Source: an optimization exercise on an open RTL-to-GDS flow (aim: small area, a short achievable clock period and few clock cycles per item). Production flows keep margins and buffers that such runs may drop.
At most, simulation tests tie the RTL to the original design; equivalence was not proved.
The clock port is modelled as an ideal driver; clocking choices that lean on that would not hold on a real chip.

v49:
Design booth_fsm, start of the top module:
module booth_fsm
# (parameter DATAWIDTH = 32)
(
  input                        clk,
  input                        rstn,
  input                        en,
  input        [DATAWIDTH-1:0] multiplier,
  input        [DATAWIDTH-1:0] multiplicand,
  output reg                   done,
  output reg [2*DATAWIDTH-1:0] product
);
wire [31:0] A = multiplicand;
wire [31:0] B = multiplier;
wire one0;
wire two0;
wire pp0_0;
wire pp0_1;
wire pp0_2;
wire pp0_3;
wire pp0_4;
wire pp0_5;
wire pp0_6;
wire pp0_7;
wire pp0_8;
wire pp0_9;
wire pp0_10;
wire pp0_11;
wire pp0_12;
wire pp0_13;
wire pp0_14;
wire pp0_15;
wire pp0_16;
wire pp0_17;
wire pp0_18;
wire pp0_19;
wire pp0_20;
wire pp0_21;
wire pp0_22;
wire pp0_23;
wire pp0_24;
wire pp0_25;
wire pp0_26;
wire pp0_27;
wire pp0_28;
wire pp0_29;
wire pp0_30;
wire pp0_31;
wire pp0_32;
wire one1;
wire two1;
wire pp1_0;
wire pp1_1;
wire pp1_2;
wire pp1_3;
wire pp1_4;
wire pp1_5;
wire pp1_6;
wire pp1_7;
wire pp1_8;
wire pp1_9;
wire pp1_10;
wire pp1_11;
wire pp1_12;
wire pp1_13;
wire pp1_14;
wire pp1_15;
wire pp1_16;
wire pp1_17;
wire pp1_18;
wire pp1_19;
wire pp1_20;
wire pp1_21;
wire pp1_22;
wire pp1_23;
wire pp1_24;
wire pp1_25;
wire pp1_26;
wire pp1_27;
wire pp1_28;
wire pp1_29;
wire pp1_30;
wire pp1_31;
wire pp1_32;
wire one2;
wire two2;
wire pp2_0;
wire pp2_1;
wire pp2_2;
wire pp2_3;
wire pp2_4;
wire pp2_5;
wire pp2_6;
wire pp2_7;
wire pp2_8;
wire pp2_9;
wire pp2_10;
wire pp2_11;
wire pp2_12;
wire pp2_13;
wire pp2_14;
wire pp2_15;
wire pp2_16;
wire pp2_17;
wire pp2_18;
wire pp2_19;
wire pp2_20;
wire pp2_21;
wire pp2_22;
  ...
==> flow/config.mk <==
export PLATFORM = sky130hd
export DESIGN_NAME = booth_fsm
export DESIGN_NICKNAME = booth_fsm
export VERILOG_FILES = /design/flow/design.v
export SDC_FILE = /design/flow/constraint.sdc
export NUM_CORES = 4
export LEC_CHECK = 0
export CAP_MARGIN = 20
export CORE_MARGIN = 2
export CORE_UTILIZATION = 40
export SLEW_MARGIN = 20
export SYNTH_HIERARCHICAL = 1
==> flow/constraint.sdc <==
create_clock -name core_clock -period 6.0 [get_ports {clk}]
set_input_delay 1.2000 -clock core_clock [delete_from_list [all_inputs] [get_ports {clk}]]
set_output_delay 1.2000 -clock core_clock [all_outputs]
set_load 0.01 [all_outputs]
standard.sh (not shown) runs the stock make flow with config.mk's settings and CLKGATE_MAP_FILE= SYNTH_SCRIPT=/design/flow/synth_recipe.tcl, a recipe that flattens the netlist after the stock synthesis.
==> flow/flow/run.sh <==
#!/bin/bash
# Own layout flow: the standard ORFS flow with two changes.
#  - ports are buffered with a plain buffer (buf_2) instead of the delay
#    buffer buffer_ports picks by default; every port still gets a buffer;
#  - before floorplanning, combinational cells that synthesis upsized are set
#    back to their smallest drive strength (registers are left alone); the
#    resizer then upsizes only what timing needs;
#  - before clock tree synthesis the buffers that timing-driven placement
#    added are taken out again (flow/rebuffer.tcl).
set -euo pipefail
here=$(pwd)
export BUFFER_PORTS_ARGS="-buffer_cell sky130_fd_sc_hd__buf_2"
export PRE_FLOORPLAN_TCL="$here/flow/downsize.tcl"
export PRE_CTS_TCL="$here/flow/rebuffer.tcl"
bash standard.sh > "$here/standard.log" 2>&1
==> flow/flow/rebuffer.tcl <==
# Before clock tree synthesis: take out the buffers that timing-driven global
# placement inserted inside the design (port buffers stay), fix slew,
# capacitance and fanout again, and legalize; the repair after clock tree
# synthesis then buffers or sizes only the paths that need it.
set_dont_use $::env(DONT_USE_CELLS)
# the repair after clock tree synthesis aims for some slack, as routed
# wires come out slower than their placement estimates
set ::env(SETUP_SLACK_MARGIN) 0.45
set n 0
set block [ord::get_db_block]
foreach inst [$block getInsts] {
  if {![string match place* [$inst getName]]} { continue }
  set in_it [$inst findITerm A]
  set out_it [$inst findITerm X]
  if {$in_it eq "NULL" || $out_it eq "NULL"} { continue }
  set in_net [$in_it getNet]
  set out_net [$out_it getNet]
  if {[llength [$out_net getBTerms]] > 0} { continue }
  foreach it [$out_net getITerms] {
    if {[$it getInst] eq $inst} { continue }
    $it disconnect
    $it connect $in_net
  }
  $in_it disconnect
  $out_it disconnect
  odb::dbInst_destroy $inst
  odb::dbNet_destroy $out_net
  incr n
}
puts "rebuffer: removed $n placement buffers"
estimate_parasitics -placement
repair_design -cap_margin $::env(CAP_MARGIN) -slew_margin $::env(SLEW_MARGIN)
detailed_placement
Other scripts of this flow, unchanged in this note and not shown: flow/flow/downsize.tcl
Testbench counts of v49, summed over its fixed seeds: cycles 2,048, items 2,048.
The following lists how v48 was set up differently from v49:
Settings: changing CORE_UTILIZATION from 40 to 55.
--- a/flow/flow/run.sh
+++ b/flow/flow/run.sh
@@ -7,3 +7 @@
-#    resizer then upsizes only what timing needs;
-#  - before clock tree synthesis the buffers that timing-driven placement
-#    added are taken out again (flow/rebuffer.tcl).
+#    resizer then upsizes only what timing needs.
@@ -14 +11,0 @@
-export PRE_CTS_TCL="$here/flow/rebuffer.tcl"
removed: flow/flow/rebuffer.tcl
Notes after the runs:
- The flow completed for v48, but it is not clean: the layout still shows setup timing.
- On v48: combined buffer and inverter count along the critical path is 1 higher than what v49 gave.
- Compared with v49, v48 shows a non-clock buffer count that is 120% higher.
- Going from v49 to v48, the area added between synthesis and finish was found to have gone up by 3.8 points.
- Of v48 and v49, it is v48 that has the higher clock period minus worst slack.
- Sort v48 and v49 by buffer share of cell area asc -> top: v49
The inputs of v9 differ from those of v48 as listed below.
Settings: CORE_UTILIZATION: 55 -> 40.
--- a/flow/flow/run.sh
+++ b/flow/flow/run.sh
@@ -7 +7,3 @@
-#    resizer then upsizes only what timing needs.
+#    resizer then upsizes only what timing needs;
+#  - before clock tree synthesis the buffers that timing-driven placement
+#    added are taken out again (flow/rebuffer.tcl).
@@ -11,0 +14 @@
+export PRE_CTS_TCL="$here/flow/rebuffer.tcl"
==> flow/flow/rebuffer.tcl (new file) <==
# Before clock tree synthesis: take out the buffers that timing-driven global
# placement inserted (keeping a buffer on every port), fix only slew, capacitance and fanout again, and
# legalize; the repair after clock tree synthesis then buffers or sizes only
# the paths that need it.
# remove_buffers takes out every buffer, the port buffers too, so the ports
# are buffered again right after, as global placement did.
set_dont_use $::env(DONT_USE_CELLS)
puts "rebuffer: removing [llength [get_cells -quiet place*]] placement buffers"
remove_buffers
buffer_ports -buffer_cell sky130_fd_sc_hd__buf_2
# and set the cells placement upsized back to their smallest size
source [file join [file dirname [info script]] downsize.tcl]
estimate_parasitics -placement
repair_design -cap_margin $::env(CAP_MARGIN) -slew_margin $::env(SLEW_MARGIN)
detailed_placement
==> run notes <==
- What ended v9 was a tool error in 4_1_cts; the run never finished.
- v48 -> v9: placement row count increased by more than 10%
- For the global placer's final weighted congestion, v9 came in 0.041 lower than v48 did.
- In terms of detailed placer's ending HPWL, v48 and v9 differ only marginally.
- Die width was higher in the run labelled v9.
- Placed cell count (v9 vs. v48) increases by a few percent
- In v9, the initial cell density of the core came out 15 points below the value in v48.
- Going from v48 to v9, the instance area at placement was found to have gone up by 630 sq um.
- Die height for v9 is higher than for v48.

---

== alpha ==
Starting RTL as in the previous note.
// booth_fsm
module booth_fsm
# (parameter DATAWIDTH = 32)
(
  input                        clk,
  input                        rstn,
  input                        en,
  input        [DATAWIDTH-1:0] multiplier,
  input        [DATAWIDTH-1:0] multiplicand,
  output reg                   done,
  output reg [2*DATAWIDTH-1:0] product
);
wire [31:0] A = multiplicand;
wire [31:0] B = multiplier;
wire one0;
wire two0;
wire pp0_0;
wire pp0_1;
wire pp0_2;
wire pp0_3;
wire pp0_4;
wire pp0_5;
wire pp0_6;
wire pp0_7;
wire pp0_8;
wire pp0_9;
wire pp0_10;
wire pp0_11;
wire pp0_12;
wire pp0_13;
wire pp0_14;
wire pp0_15;
wire pp0_16;
wire pp0_17;
wire pp0_18;
wire pp0_19;
wire pp0_20;
wire pp0_21;
wire pp0_22;
wire pp0_23;
wire pp0_24;
wire pp0_25;
wire pp0_26;
wire pp0_27;
wire pp0_28;
wire pp0_29;
wire pp0_30;
wire pp0_31;
wire pp0_32;
wire one1;
wire two1;
wire pp1_0;
wire pp1_1;
wire pp1_2;
wire pp1_3;
wire pp1_4;
wire pp1_5;
wire pp1_6;
wire pp1_7;
wire pp1_8;
wire pp1_9;
wire pp1_10;
wire pp1_11;
wire pp1_12;
wire pp1_13;
wire pp1_14;
wire pp1_15;
wire pp1_16;
wire pp1_17;
wire pp1_18;
wire pp1_19;
wire pp1_20;
wire pp1_21;
wire pp1_22;
wire pp1_23;
wire pp1_24;
wire pp1_25;
wire pp1_26;
wire pp1_27;
wire pp1_28;
wire pp1_29;
wire pp1_30;
wire pp1_31;
wire pp1_32;
wire one2;
wire two2;
wire pp2_0;
wire pp2_1;
wire pp2_2;
wire pp2_3;
wire pp2_4;
wire pp2_5;
wire pp2_6;
wire pp2_7;
wire pp2_8;
wire pp2_9;
wire pp2_10;
wire pp2_11;
wire pp2_12;
wire pp2_13;
wire pp2_14;
wire pp2_15;
wire pp2_16;
wire pp2_17;
wire pp2_18;
wire pp2_19;
wire pp2_20;
wire pp2_21;
wire pp2_22;
wire pp2_23;
wire pp2_24;
wire pp2_25;
wire pp2_26;
wire pp2_27;
wire pp2_28;
wire pp2_29;
wire pp2_30;
wire pp2_31;
wire pp2_32;
wire one3;
wire two3;
wire pp3_0;
wire pp3_1;
wire pp3_2;
wire pp3_3;
wire pp3_4;
wire pp3_5;
wire pp3_6;
wire pp3_7;
wire pp3_8;
wire pp3_9;
wire pp3_10;
wire pp3_11;
wire pp3_12;
wire pp3_13;
wire pp3_14;
wire pp3_15;
wire pp3_16;
wire pp3_17;
wire pp3_18;
wire pp3_19;
wire pp3_20;
wire pp3_21;
wire pp3_22;
wire pp3_23;
wire pp3_24;
wire pp3_25;
wire pp3_26;
wire pp3_27;
wire pp3_28;
wire pp3_29;
wire pp3_30;
wire pp3_31;
wire pp3_32;
wire one4;
wire two4;
wire pp4_0;
wire pp4_1;
wire pp4_2;
wire pp4_3;
wire pp4_4;
wire pp4_5;
wire pp4_6;
wire pp4_7;
wire pp4_8;
  ...
Settings: LEC_CHECK=0, CAP_MARGIN=20, CORE_MARGIN=2, CORE_UTILIZATION=40, SLEW_MARGIN=20, SYNTH_HIERARCHICAL=1; clock period 6.0 ns.
==> flow/flow/run.sh <==
#!/bin/bash
# Own layout flow: the standard ORFS flow with two changes.
#  - ports are buffered with a plain buffer (buf_2) instead of the delay
#    buffer buffer_ports picks by default; every port still gets a buffer;
#  - before floorplanning, combinational cells that synthesis upsized are set
#    back to their smallest drive strength (registers are left alone); the
#    resizer then upsizes only what timing needs;
#  - before clock tree synthesis the buffers that timing-driven placement
#    added are taken out again (flow/rebuffer.tcl).
set -euo pipefail
here=$(pwd)
export BUFFER_PORTS_ARGS="-buffer_cell sky130_fd_sc_hd__buf_2"
export PRE_FLOORPLAN_TCL="$here/flow/downsize.tcl"
export PRE_CTS_TCL="$here/flow/rebuffer.tcl"
bash standard.sh > "$here/standard.log" 2>&1
==> flow/flow/rebuffer.tcl <==
# Before clock tree synthesis: take out the buffers that timing-driven global
# placement inserted inside the design (port buffers stay), fix slew,
# capacitance and fanout again, and legalize; the repair after clock tree
# synthesis then buffers or sizes only the paths that need it.
set_dont_use $::env(DONT_USE_CELLS)
set n 0
set block [ord::get_db_block]
foreach inst [$block getInsts] {
  if {![string match place* [$inst getName]]} { continue }
  set in_it [$inst findITerm A]
  set out_it [$inst findITerm X]
  if {$in_it eq "NULL" || $out_it eq "NULL"} { continue }
  set in_net [$in_it getNet]
  set out_net [$out_it getNet]
  if {[llength [$out_net getBTerms]] > 0} { continue }
  foreach it [$out_net getITerms] {
    if {[$it getInst] eq $inst} { continue }
    $it disconnect
    $it connect $in_net
  }
  $in_it disconnect
  $out_it disconnect
  odb::dbInst_destroy $inst
  odb::dbNet_destroy $out_net
  incr n
}
puts "rebuffer: removed $n placement buffers"
estimate_parasitics -placement
repair_design -cap_margin $::env(CAP_MARGIN) -slew_margin $::env(SLEW_MARGIN)
detailed_placement
Other scripts of this flow, unchanged in this note and not shown: flow/flow/downsize.tcl
Testbench counts of alpha, summed over its fixed seeds: cycles 2,048, items 2,048.
Input changes introduced in beta (baseline for comparison: alpha):
# alpha
export LEC_CHECK = 0
export CAP_MARGIN = 20
export CORE_MARGIN = 2
export CORE_UTILIZATION = 40
export SLEW_MARGIN = 20
export SYNTH_HIERARCHICAL = 1
create_clock -name core_clock -period 6.0 [get_ports {clk}]
# beta
export LEC_CHECK = 0
export CAP_MARGIN = 20
export CORE_MARGIN = 2
export CORE_UTILIZATION = 40
export PLACE_DENSITY = 0.65
export SLEW_MARGIN = 20
export SYNTH_HIERARCHICAL = 1
create_clock -name core_clock -period 6.0 [get_ports {clk}]
--- a/flow/flow/run.sh
+++ b/flow/flow/run.sh
@@ -7,3 +7 @@
-#    resizer then upsizes only what timing needs;
-#  - before clock tree synthesis the buffers that timing-driven placement
-#    added are taken out again (flow/rebuffer.tcl).
+#    resizer then upsizes only what timing needs.
@@ -14 +11,0 @@
-export PRE_CTS_TCL="$here/flow/rebuffer.tcl"
removed: flow/flow/rebuffer.tcl
### Flow results
Relative to alpha, wire length per cell after detailed routing has decreased by 14% in beta.
FAIL: beta; every other run in alpha and beta is clean
No crash in beta: every stage finished, but the layout fails its final checks due to negative setup slack.
alpha has lower utilization than beta.
Signal arrival time at the worst endpoint on beta is up relative to alpha.
beta ends up with a number of cells upsized or downsized after cts that is 163 lower than in alpha.
The start point of the critical path comes out multiplier[5] in one run and multiplier[13] in the other, namely in alpha and beta respectively.

---

job 3944:
Another version of the RTL of booth_fsm (not shown whole).
Size in the first run: roughly 26000 sq um of cells after synthesis.
==> flow/design.v (excerpt) <==
module booth_fsm
# (parameter DATAWIDTH = 32)
(
  input                        clk,
  input                        rstn,
  input                        en,
  input        [DATAWIDTH-1:0] multiplier,
  input        [DATAWIDTH-1:0] multiplicand,
  output reg                   done,
  output reg [2*DATAWIDTH-1:0] product
);
wire [31:0] A = multiplicand;
wire [31:0] B = multiplier;
wire one0_0;
wire two0_0;
wire one0_1;
wire two0_1;
wire pp0_0;
wire pp0_1;
wire pp0_2;
wire pp0_3;
wire pp0_4;
wire pp0_5;
wire pp0_6;
wire pp0_7;
wire pp0_8;
wire pp0_9;
wire pp0_10;
wire pp0_11;
wire pp0_12;
wire pp0_13;
wire pp0_14;
wire pp0_15;
wire pp0_16;
wire pp0_17;
wire pp0_18;
wire pp0_19;
wire pp0_20;
wire pp0_21;
wire pp0_22;
wire pp0_23;
wire pp0_24;
wire pp0_25;
wire pp0_26;
wire pp0_27;
wire pp0_28;
wire pp0_29;
wire pp0_30;
wire pp0_31;
wire pp0_32;
wire one1_0;
wire two1_0;
wire one1_1;
wire two1_1;
wire pp1_0;
wire pp1_1;
wire pp1_2;
wire pp1_3;
wire pp1_4;
wire pp1_5;
wire pp1_6;
wire pp1_7;
wire pp1_8;
wire pp1_9;
wire pp1_10;
wire pp1_11;
wire pp1_12;
wire pp1_13;
wire pp1_14;
wire pp1_15;
wire pp1_16;
wire pp1_17;
wire pp1_18;
wire pp1_19;
wire pp1_20;
wire pp1_21;
wire pp1_22;
wire pp1_23;
wire pp1_24;
wire pp1_25;
wire pp1_26;
wire pp1_27;
wire pp1_28;
wire pp1_29;
wire pp1_30;
wire pp1_31;
wire pp1_32;
wire one2_0;
wire two2_0;
wire one2_1;
wire two2_1;
wire pp2_0;
wire pp2_1;
wire pp2_2;
wire pp2_3;
wire pp2_4;
wire pp2_5;
wire pp2_6;
wire pp2_7;
wire pp2_8;
wire pp2_9;
wire pp2_10;
wire pp2_11;
wire pp2_12;
wire pp2_13;
wire pp2_14;
  ...
export LEC_CHECK = 0
export CAP_MARGIN = 20
export CORE_MARGIN = 2
export CORE_UTILIZATION = 40
export SLEW_MARGIN = 20
export SYNTH_HIERARCHICAL = 1
create_clock -name core_clock -period 6.0 [get_ports {clk}]
==> flow/flow/run.sh <==
#!/bin/bash
# Own layout flow: the standard ORFS flow with two changes.
#  - ports are buffered with a plain buffer (buf_2) instead of the delay
#    buffer buffer_ports picks by default; every port still gets a buffer;
#  - before floorplanning, combinational cells that synthesis upsized are set
#    back to their smallest drive strength (registers are left alone); the
#    resizer then upsizes only what timing needs.
set -euo pipefail
here=$(pwd)
export BUFFER_PORTS_ARGS="-buffer_cell sky130_fd_sc_hd__buf_2"
export PRE_FLOORPLAN_TCL="$here/flow/downsize.tcl"
bash standard.sh > "$here/standard.log" 2>&1
==> flow/flow/downsize.tcl <==
# Set every combinational cell to the smallest-area cell of the library with
# the same function and pins (registers, clock, tap and tie cells unchanged).
set lib_cells [get_lib_cells */sky130_fd_sc_hd__*]
proc base_name {name} {
  if {[regexp {^(sky130_fd_sc_hd__[a-z0-9]+)_[0-9]+$} $name -> b]} { return $b }
  return ""
}
set area_of [dict create]
set group [dict create]
foreach c $lib_cells {
  set n [get_name $c]
  set b [base_name $n]
  if {$b eq ""} { continue }
  if {[get_property $c dont_use]} { continue }
  dict set area_of $n [get_property $c area]
  dict lappend group $b $n
}
set n_changed 0
foreach inst [get_cells *] {
  set m [get_name [get_lib_cells -of_objects $inst]]
  set b [base_name $m]
  if {$b eq "" || ![dict exists $group $b]} { continue }
  if {[regexp {(df|dl|sdf|edf|clk|conb|tap|fill|decap|buf|inv|probe|lpflow)} $b]} { continue }
  set best $m
  set best_area [dict get $area_of $m]
  foreach cand [dict get $group $b] {
    set a [dict get $area_of $cand]
    if {$a < $best_area || ($a == $best_area && [string match *_1 $cand])} {
      set best $cand
      set best_area $a
    }
  }
  if {$best ne $m} {
    replace_cell $inst $best
    incr n_changed
  }
}
puts "downsize: $n_changed cells set to their smallest drive strength"
### job 3944 -> job 782
diff --git a/flow/flow/run.sh b/flow/flow/run.sh
--- a/flow/flow/run.sh
+++ b/flow/flow/run.sh
@@ -5,8 +5,11 @@
 #  - before floorplanning, combinational cells that synthesis upsized are set
 #    back to their smallest drive strength (registers are left alone); the
-#    resizer then upsizes only what timing needs.
+#    resizer then upsizes only what timing needs;
+#  - before clock tree synthesis the buffers that timing-driven placement
+#    added are taken out again (flow/rebuffer.tcl).
 set -euo pipefail
 here=$(pwd)
 export BUFFER_PORTS_ARGS="-buffer_cell sky130_fd_sc_hd__buf_2"
 export PRE_FLOORPLAN_TCL="$here/flow/downsize.tcl"
+export PRE_CTS_TCL="$here/flow/rebuffer.tcl"
 bash standard.sh > "$here/standard.log" 2>&1
==> flow/flow/rebuffer.tcl (new file) <==
# Before clock tree synthesis: take out the buffers that timing-driven global
# placement inserted inside the design (port buffers stay), fix slew,
# capacitance and fanout again, and legalize; the repair after clock tree
# synthesis then buffers or sizes only the paths that need it.
set_dont_use $::env(DONT_USE_CELLS)
# the repair after clock tree synthesis aims for some slack, as routed
# wires come out slower than their placement estimates
set ::env(SETUP_SLACK_MARGIN) 0.3
set n 0
set block [ord::get_db_block]
foreach inst [$block getInsts] {
  if {![string match place* [$inst getName]]} { continue }
  set in_it [$inst findITerm A]
  set out_it [$inst findITerm X]
  if {$in_it eq "NULL" || $out_it eq "NULL"} { continue }
  set in_net [$in_it getNet]
  set out_net [$out_it getNet]
  if {[llength [$out_net getBTerms]] > 0} { continue }
  foreach it [$out_net getITerms] {
    if {[$it getInst] eq $inst} { continue }
    $it disconnect
    $it connect $in_net
  }
  $in_it disconnect
  $out_it disconnect
  odb::dbInst_destroy $inst
  odb::dbNet_destroy $out_net
  incr n
}
puts "rebuffer: removed $n placement buffers"
estimate_parasitics -placement
repair_design -cap_margin $::env(CAP_MARGIN) -slew_margin $::env(SLEW_MARGIN)
detailed_placement
[summary]
- For non-clock buffer count, dividing the value from job 782 by the value from job 3944 gives 0.38.
- Job 782 completed end to end with timing, DRC and antenna clean.
- [diff] via count, job 782 relative to job 3944: improvement
- Path length in cells of the critical path sits lower in job 782 than in job 3944.
- Job 782 vs. job 3944: via-per-instance ratio went up 6.6%; detailed-route wire length per cell went up 3.4 um; data arrival time of the worst path went up 20 ps.
- Of the two candidates, job 3944 has the better worst setup slack and job 782 the worse one.
- The routing usage on met2 reported for job 782 is greater than that of job 3944 by 2.9 points.
No run of this note included a check of the RTL's function; only the layout flow was run.

-- what the ideal ports hide --
The results above use ideal ports. As a check the final layouts listed here were re-extracted and re-timed, cells and wires unchanged.
Step 1: set_driving_cell puts a clkbuf_16 on clk and a buf_2 on each other input, an assumption about the parent block.
Step 2 moves the port delays by t, midway between the first and last clock arrival at a register: inputs arrive t later, outputs are due t later. That takes back most of the time a late clock gives input paths.
Three values: ideal, step 1, step 2; two values: the first two.
run	t, ns	setup WS [ns]	worst setup path after step 2	cell pins on the clock port's net
v49	0.397	0.234 / -0.003 / -0.400	input to register	1
v48	0.399	-0.047 / -0.026 / -0.426	input to register	1
alpha	0.396	0.091 / -0.131 / -0.527	input to register	1
beta	0.395	-0.007 / 0.017 / -0.378	input to register	1
job 3944	0.392	0.132 / 0.138 / -0.254	input to register	1
job 782	0.390	0.110 / -0.122 / -0.512	input to register	1
Met with ideal ports but missed after step 2: setup timing in v49, alpha, job 3944 and job 782. The setup slack of v49, which loses most, moves by -0.237 ns with the drivers and by -0.634 ns with both steps.
